Context: an optimization exercise on an open-source flow, tuned for small area and a short achievable clock period. The choices shown serve that exercise and are no tape-out recipe. Only simulation tests tie the RTL to the original design; equivalence was not proved.

## the reference run
// FilterPipe
module FilterPipe (
    input  wire         clk,
    input  wire         rst,
    input  wire         in_valid,
    input  wire [2:0]   op_code,
    input  wire [1:0]   matrix_size,
    input  wire [199:0] matrix_a,
    input  wire [199:0] matrix_b,
    input  wire [199:0] matrix_c,
    output reg          out_valid,
    output reg  [7:0]   result
);
    wire m2 = matrix_size[1] | matrix_size[0];
    wire m3 = matrix_size[1];
    wire m4 = matrix_size[1] & matrix_size[0];
    wire [199:0] am;
    genvar e;
    generate
        for (e = 0; e < 25; e = e + 1) begin : g_mask
            localparam integer R = e / 5;
            localparam integer C = e % 5;
            localparam integer MX = (R > C) ? R : C;
            if (MX <= 1) begin : g_all
                assign am[8*e +: 8] = matrix_a[8*e +: 8];
            end else if (MX == 2) begin : g_2
                assign am[8*e +: 8] = matrix_a[8*e +: 8] & {8{m2}};
            end else if (MX == 3) begin : g_3
                assign am[8*e +: 8] = matrix_a[8*e +: 8] & {8{m3}};
            end else begin : g_4
                assign am[8*e +: 8] = matrix_a[8*e +: 8] & {8{m4}};
            end
        end
    endgenerate
    reg         v_r, is6_r, is7_r;
    reg [199:0] a_r, b_r, c_r;
    always @(posedge clk) begin
        if (rst) v_r <= 1'b0;
        else     v_r <= in_valid;
        is6_r <= (op_code == 3'd6);
        is7_r <= (op_code == 3'd7);
        a_r   <= am;
        b_r   <= matrix_b;
        c_r   <= matrix_c;
    end
    wire [7:0] ax, ay;
    wire       satx, saty, negx;
    Coprocessor core (
        .am(a_r), .matrix_b(b_r), .matrix_c(c_r),
        .ax(ax), .ay(ay), .satx(satx), .saty(saty), .negx(negx)
    );
    reg        v_m, satx_m, saty_m, negx_m, is6_m, is7_m;
    reg [7:0]  ax_m, ay_m;
    always @(posedge clk) begin
        if (rst) v_m <= 1'b0;
        else     v_m <= v_r;
        satx_m <= satx;
        saty_m <= saty;
        negx_m <= negx;
        is6_m  <= is6_r;
        is7_m  <= is7_r;
        ax_m   <= ax;
        ay_m   <= ay;
    end
    wire [7:0] grad;
    sqrt sqrt_unit (.x(ax_m), .y(ay_m), .out(grad));
  ...
Size in the first run: ~6900 cells after synthesis, about 620 I/O pins, roughly 89000 sq um of cells after synthesis.
clock: 190.0 ns
lec_check: 0
cap_margin: 20
cell_pad_in_sites_detail_placement: 1
core_margin: 2
core_utilization: 40
cts_cluster_diameter: 80
cts_cluster_size: 30
gpl_timing_driven: 0
place_density_lb_addon: 0.1
slew_margin: 20
synth_hierarchical: 1
standard.sh (not shown) runs the stock make flow with config.mk's settings and CLKGATE_MAP_FILE= SYNTH_SCRIPT=/design/flow/synth_recipe.tcl, a recipe that flattens the netlist after the stock synthesis.
==> flow/flow/run.sh <==
#!/bin/bash
# The standard layout (the standard.sh: ORFS from synthesis to finish) with
# two changes: the buffers that ABC inserted are removed at floorplan
# (REMOVE_ABC_BUFFERS=1, as global placement is not timing driven here), and
# the port buffers that global placement inserts are sky130_fd_sc_hd__buf_1.
# make's output goes to standard.log; ORFS keeps each step's log under orfs/logs.
set -euo pipefail
export BUFFER_PORTS_ARGS="-buffer_cell sky130_fd_sc_hd__buf_1"
bash standard.sh REMOVE_ABC_BUFFERS=1 finish > standard.log 2>&1
In summary, the reference run completed successfully, with a layout that passed the timing, design-rule and antenna checks.
[inputs] the trial run vs the reference run
- clearing GPL_TIMING_DRIVEN, which used to be 0
- swapping 30 for 20 in CTS_CLUSTER_SIZE
- swapping 80 for 60 in CTS_CLUSTER_DIAMETER
==> flow/flow/run.sh <==
#!/bin/bash
# The standard layout (the standard.sh: ORFS synthesis to finish), with the
# port buffers that global placement inserts made sky130_fd_sc_hd__buf_1 cells
# instead of the cell buffer_ports picks by default.
set -euo pipefail
export BUFFER_PORTS_ARGS="-buffer_cell sky130_fd_sc_hd__buf_1"
bash standard.sh finish > standard.log 2>&1
Notes after the runs:
- Looking at the reports, the trial run completed the entire flow and the layout it produced met the timing, design-rule and antenna checks.
- The multi-input gate share of total cell area of the trial run falls short of that of the reference run by 1.5 points.
- Relative to the reference run, synthesis-to-finish area growth has increased by 2.0 points in the trial run.
- Summary of the comparison: core occupancy in the finished layout is higher in the trial run, relative to the reference run.
- Re worst path setup slack after routing: the trial run and the reference run aren't equal, and the lower value belongs to the trial run.

## what the ideal ports hide
No port has a modelled driver above. Below, the same layouts with a new extraction and two added sets of constraints. Step 1: set_driving_cell puts a clkbuf_16 on clk and a buf_2 on each other input, an assumption about the parent block. Step 2 moves the port delays by t, midway between the first and last clock arrival at a register: inputs arrive t later, outputs are due t later. That takes back most of the time a late clock gives input paths. Three values: no drivers, after step 1, after step 2; two values: the first two.
run	shift t [ns]	slack for setup (ns)	cell pins on the clock port's net
the reference run	0.802	150.800 / 150.695 / 150.351	1
the trial run	0.851	150.741 / 150.633 / 150.163	1
After both steps every run listed still meets setup and hold. For the trial run, which loses most, drivers alone change the setup slack by -0.108 ns; drivers and shift together by -0.578 ns.
